Background: an optimization exercise with open tools, aiming at small area, a short achievable clock period and few clock cycles. Do not read the settings as production practice.
The RTL was checked by simulation tests, not by an equivalence proof against the original design.
Power and IR drop assume default switching activity.

==> flow/design.v, too long to show whole: its modules and the start of the top module <==
// module ALU: 238 lines
// module shifter: 3 lines
// module multiplier: 1069 lines
// module MUX: 17 lines
// module TotalALU: 18 lines
module TotalALU( clk, dataA, dataB, Signal, control, Output, Busy, reset );
  // ...
==> flow/flow/run.sh <==
#!/bin/bash
# Layout: the standard flow (standard.sh: standard synthesis, floorplan,
# placement, CTS, routing), with two changes:
#  - the port buffers are buf_4 cells rather than the delay cells buffer_ports
#    picks by default (every input and output port still gets a buffer);
#  - repair_timing aims for SETUP_SLACK_MARGIN ns more setup slack than the
#    clock needs, so it shortens the port-to-port paths that set the period.
# The clock, its period and the I/O constraints are the standard flow's, unchanged.
set -euo pipefail
MARGIN=${MARGIN:-11}
bash standard.sh "SETUP_SLACK_MARGIN=$MARGIN" \
  "BUFFER_PORTS_ARGS=-buffer_cell sky130_fd_sc_hd__buf_4" finish > standard_flow.log 2>&1
==> flow/standard.sh <==
#!/bin/bash
# synth_recipe.tcl (not shown) runs the flow's synth.tcl, then flattens the netlist and writes it again
# the make line also repeats each setting of config.mk as NAME=value (left out here)
make -C /OpenROAD-flow-scripts/flow DESIGN_CONFIG=/design/flow/config.mk WORK_HOME=/design/flow/orfs CLKGATE_MAP_FILE= SYNTH_SCRIPT=/design/flow/synth_recipe.tcl "${@:-finish}"
==> flow/config.mk <==
export PLATFORM = sky130hd
export DESIGN_NAME = TotalALU
export DESIGN_NICKNAME = TotalALU
export VERILOG_FILES = /design/flow/design.v
export SDC_FILE = /design/flow/constraint.sdc
export NUM_CORES = 4
export LEC_CHECK = 0
export CAP_MARGIN = 20
export CORE_MARGIN = 2
export CORE_UTILIZATION = 40
export SLEW_MARGIN = 20
==> flow/constraint.sdc <==
create_clock -name core_clock -period 24.0 [get_ports {clk}]
set_input_delay 4.8000 -clock core_clock [delete_from_list [all_inputs] [get_ports {clk}]]
set_output_delay 4.8000 -clock core_clock [all_outputs]
set_load 0.01 [all_outputs]
==> flow_metrics.py, run 1 <==
metrics = {
    "setup_path": {
        "endpoint": "Output[29]",
        "worstPathMaxFanout": 54,
        "path_cells": "clkbuf_8 > xor2_1 > ha_1 > nand3_1 > nor2_2 > o31a_1 > o2111ai_4 > a2111oi_2 > or3_1 > a31oi_2 > o21bai_1 > xnor2_1 > o211ai_1 > buf_4",
        "crit_buf_inv": 2,
        "crit_start": "dataB[3]",
        "critical_path_depth": 14,
        "end_kind": "primary output",
    },
    "detailed_routing": {
        "routed_wl_um": 55900,
        "topRoutingLayerUsed": "met5",
        "routedWlPerCell_um": 22.1,
    },
    "global_route": {
        "gr-usage-met2_pct": 43.0,
        "grt_pass1_wl_um": 85900,
        "use_met3_pct": 3.56,
    },
    "synth": {
        "synthCells": 1953,
        "synth-simple-area-share_pct": 16.8,
        "synthAdderAreaFrac_pct": 34.4,
    },
    "clocking": {
        "cts_sinks": 99,
        "clockBufferDepth": 2,
        "clkLatencyLatePin_ns": 0.37,
    },
    "cells_and_area": {
        "largest_reg_flops": 64,
        "multi_input_gates": 1537,
        "inv_count": 222,
        "diodes": 0,
    },
    "status": {
        "status": "timing/DRC/antenna clean",
    },
    "sta": {
        "setup_viol_count_final": 0,
        "max_clock_freq_mhz": 77.9,
        "rsz0062_at_grt": "true",
    },
    "run": {
        "cap_viol_max_count": 0,
    },
    "power": {
        "peakVddDrop_uv": 75.0,
        "p_sw_uw": 1170,
    },
}
Testbench counts, summed over its fixed seeds: cycles 4,330.
==> inputs of run 2 (changes only) <==
==> flow/run.sh (new file) <==
#!/bin/bash
# synth_recipe.tcl (not shown) runs the flow's synth.tcl, then flattens the netlist and writes it again
# the make line also repeats each setting of config.mk as NAME=value (left out here)
make -C /OpenROAD-flow-scripts/flow DESIGN_CONFIG=/design/flow/config.mk WORK_HOME=/design/flow/orfs CLKGATE_MAP_FILE= SYNTH_SCRIPT=/design/flow/synth_recipe.tcl finish
removed: flow/flow/run.sh
removed: flow/standard.sh
==> flow_metrics.py, run 2 <==
metrics = {
    "sta": {
        "hold_viol_final": 0,
        "slew_violations": 0,
        "max_clock_freq_mhz": 70.2,
        "rsz0062_at_grt": "false",
        "max_slew_margin_pct": 25.5,
        "period_minus_slack_ns": 14.25,
        "fin_skew_ns": 0.00959,
        "tightest_slew_ns": 1.11,
        "setup_viol_count_final": 0,
        "setup_tns_ns": 0,
        "min_period_over_period_pct": 59.4,
    },
    "global_route": {
        "grt_max_degree": 71,
        "antenna_found_initial": 2,
        "grt_overflow": 0,
        "grt_pass1_vias": 14800,
        "grt_pass1_wl_um": 88300,
        "grt_util_all_layers_pct": 28.0,
    },
    "detailed_routing": {
        "drt-pass1-iter-count": 8,
        "num_vias": 14700,
        "routed_via_density": 5.81,
        "routed_wl_um": 57000,
        "drcViolationCount": 0,
        "drt.antenna.violating_nets": 0,
        "routedWlPerCell_um": 22.5,
        "drtIter0Drc": 1506,
    },
    "clocking": {
        "numCtsBuffers": 9,
        "cts_tree": "yes",
        "root_buffer": "clkbuf_16",
        "cts_resized": 0,
        "cts_max_level": 3,
        "path_clk_slew_ns": 0.08,
        "cts_setup_buffers": 0,
        "cts-hold-fix-buffers": 0,
        "cts_sinks": 99,
        "clockBufferDepth": 2,
        "clkLatencyLatePin_ns": 0.37,
    },
    "floorplan": {
        "core_area_um2": 39600,
        "die_h_um": 204,
        "rows": 73,
        "die_area_um2": 41700,
        "start_util_pct": 40.5,
        "ios": 108,
        "die_x_um": 204,
    },
    "setup_path": {
        "worstPathMaxFanout": 26,
        "critPathKind": "in -> out",
        "ff2ff_setup_slack_ns": 16.20,
        "worstPathArrival_ns": 9.45,
        "required_ns": 19.20,
        "cp-start-kind": "input port",
        "rr_worst_depth": 27,
        "end_kind": "primary output",
    },
    "place": {
        "hpwl_um": 44700,
        "post_dp_cell_area_um2": 17600,
        "port_buffers": 104,
        "place.gp.congestion": 0.947,
    },
    "cells_and_area": {
        "final_common_cell": "nand2_1",
        "nFillCells": 3995,
        "reg.largest.list": "multiplier.P x64, multiplier.A x32, multiplier.cnt x3",
        "layout_common_cells": "292 x nand2_1, 223 x nor2_1, 220 x inv_1",
        "drive_gt1_share_pct": 5.38,
        "area_growth_pct": 11.7,
        "top_register": "multiplier.P",
        "fin_area_um2": 17900,
        "largest_reg_flops": 64,
        "final_util_pct": 45.2,
        "fin_nets": 2371,
    },
    "power": {
        "p_sw_share_pct": 57.0,
        "p_sw_uw": 1190,
        "p_per_area_nw_per_um2": 116,
        "p_seq_share_pct": 13.8,
        "finalPower_uw": 2090,
        "peakVddDrop_uv": 73.8,
        "p_comb_share_pct": 78.9,
        "p_leak_uw": 0.00814,
        "p_int_uw": 898,
        "power_frac_clock_pct": 7.3,
    },
    "synth": {
        "yosysTopAreaCell": "fa_1",
        "async_reset_ff_share_pct": 0,
        "yosysSeqAreaShare_pct": 12.4,
        "syn_area_um2": 16000,
        "synth_top_cell_area_share_pct": 27.1,
        "syn_nets": 2323,
        "synth.most_common_cell": "nand2_1",
        "synth.avg_cell_area_um2": 8.21,
        "synth_common_cells": "294 x nand2_1, 224 x nor2_1, 220 x inv_1",
        "synth.distinct_cells": 75,
        "yosys_most_used_dff": "dfxtp_1",
        "synthCells": 1953,
        "synth_edf_count": 0,
        "synth-seq-cells": 99,
        "yosysWarnings": 1,
        "ys_top_cells_by_area": "fa_1 27%, dfxtp_1 12%, mux2i_1 7.5%, nand2_1 6.9%, ha_1 6.1%",
    },
    "status": {
        "status": "timing/DRC/antenna clean",
    },
    "hold_path": {
        "hold_path_depth": 2,
        "worstHoldPathType": "reg -> reg",
    },
    "run": {
        "cap_viol_max_count": 0,
    },
}
[run 2: cell counts after synthesis]
No cell type changed its count.
[run 2: cell families (layout without fill, tap and decap cells)]
group,Yosys count,count (layout),synth area share (%)
adder cells (fa/ha/maj),314,314,34.4
multiplexers,141,141,9.24
AO/OA/AOI/OAI,371,371,15.7
flip-flops,99,99,12.4
AND/OR/NAND/NOR,637,637,16.8
buffers and inverters,317,370,7.54
XOR/XNOR,74,74,4.04
other,0,1,0
[run 2: per-layer routing]
metal,up-vias,routed length (um),track usage (%)
met2,706,26200,44.8
met5,-,13,0
li1,6632,-,-
met1,7262,24100,38.4
met3,104,4730,4.23
met4,2,2020,10.1
[run 2: worst max-delay path, stage by stage]
cell and delay [ns]:
clkdlybuf4s50_1 0.46, buf_4 0.31, xor2_1 0.15, inv_1 0.12
fa_1 0.20, nor2b_1 0.08, o31ai_2 0.26, a21oi_1 0.19
o21ai_1 0.59, a211oi_1 0.20, o21ai_1 0.19, a21oi_1 0.18
a221oi_2 0.48, nor2b_1 0.14, o41ai_1 0.46, clkdlybuf4s50_1 0.62
[run 2: path summary, 6_finish.rpt]
kind,from,endpoint
min reg2reg,multiplier.P[28],multiplier.P[28]
min,multiplier.P[28],multiplier.P[28]
max reg2reg,multiplier.cnt[0],multiplier.P[59]
max,dataB[1],Output[0]
[run 2: power groups by stage]
stage / registers (uW) / clock network, uW / logic (uW)
3_5_place_dp: 290 / 0 / 1630
6_report: 288 / 152 / 1650
3_3_place_gp: 288 / 0 / 1610
5_1_grt: 292 / 161 / 1850
4_1_cts: 286 / 153 / 1650
2_1_floorplan: 256 / 0 / 1150
[run 2: stage by stage]
step	instances	hold slack [ns]	worst slack [ns]
global placement	2515	0.460	9.91
finish	2532	0.484	9.75
floorplan	1953	0.440	11.01
detailed placement	2515	0.476	9.87
CTS	2531	0.486	9.86
global route	2531	0.498	9.52
[run 2: area by class of cell]
type | instances | area [um^2] | share of cell area, %
sequential | 99 | 1980 | 11.1
timing repair buffer | 132 | 1220 | 6.82
multi-input combinational | 1537 | 12900 | 72.2
clock buffer | 9 | 225 | 1.26
clock inverter | 7 | 67.6 | 0.377
tap | 525 | 657 | 3.67
antenna | 1 | 2.50 | 0.0140
inverter | 222 | 833 | 4.65

[what the ideal ports hide]
Ports are ideal in the flow. The routed layouts listed here were re-timed in OpenROAD.
Step 1, drivers: a clkbuf_16 drives clk and a buf_2 each remaining input, both assumed.
Step 2 also shifts input and output timing later by t, the mid clock arrival at the registers, as if the neighbouring blocks saw the same clock.
Three values: ideal ports, drivers, drivers and shift; two values: the first two.
| run | t (ns) | slack for setup (ns) | worst setup path after step 2 | worst slew at a driven data input, ns | cell pins on the clock port's net |
|---|---|---|---|---|---|
| run 1 | 0.414 | 11.161 / 11.129 / 11.129 | input to output | 0.08 | 1 |
| run 2 | 0.412 | 9.746 / 9.718 / 9.718 | input to output | 0.06 | 1 |
After both steps setup and hold are still met in every run listed. The setup slack of run 1, which loses most, moves by -0.032 ns with the drivers and by -0.032 ns with both steps.
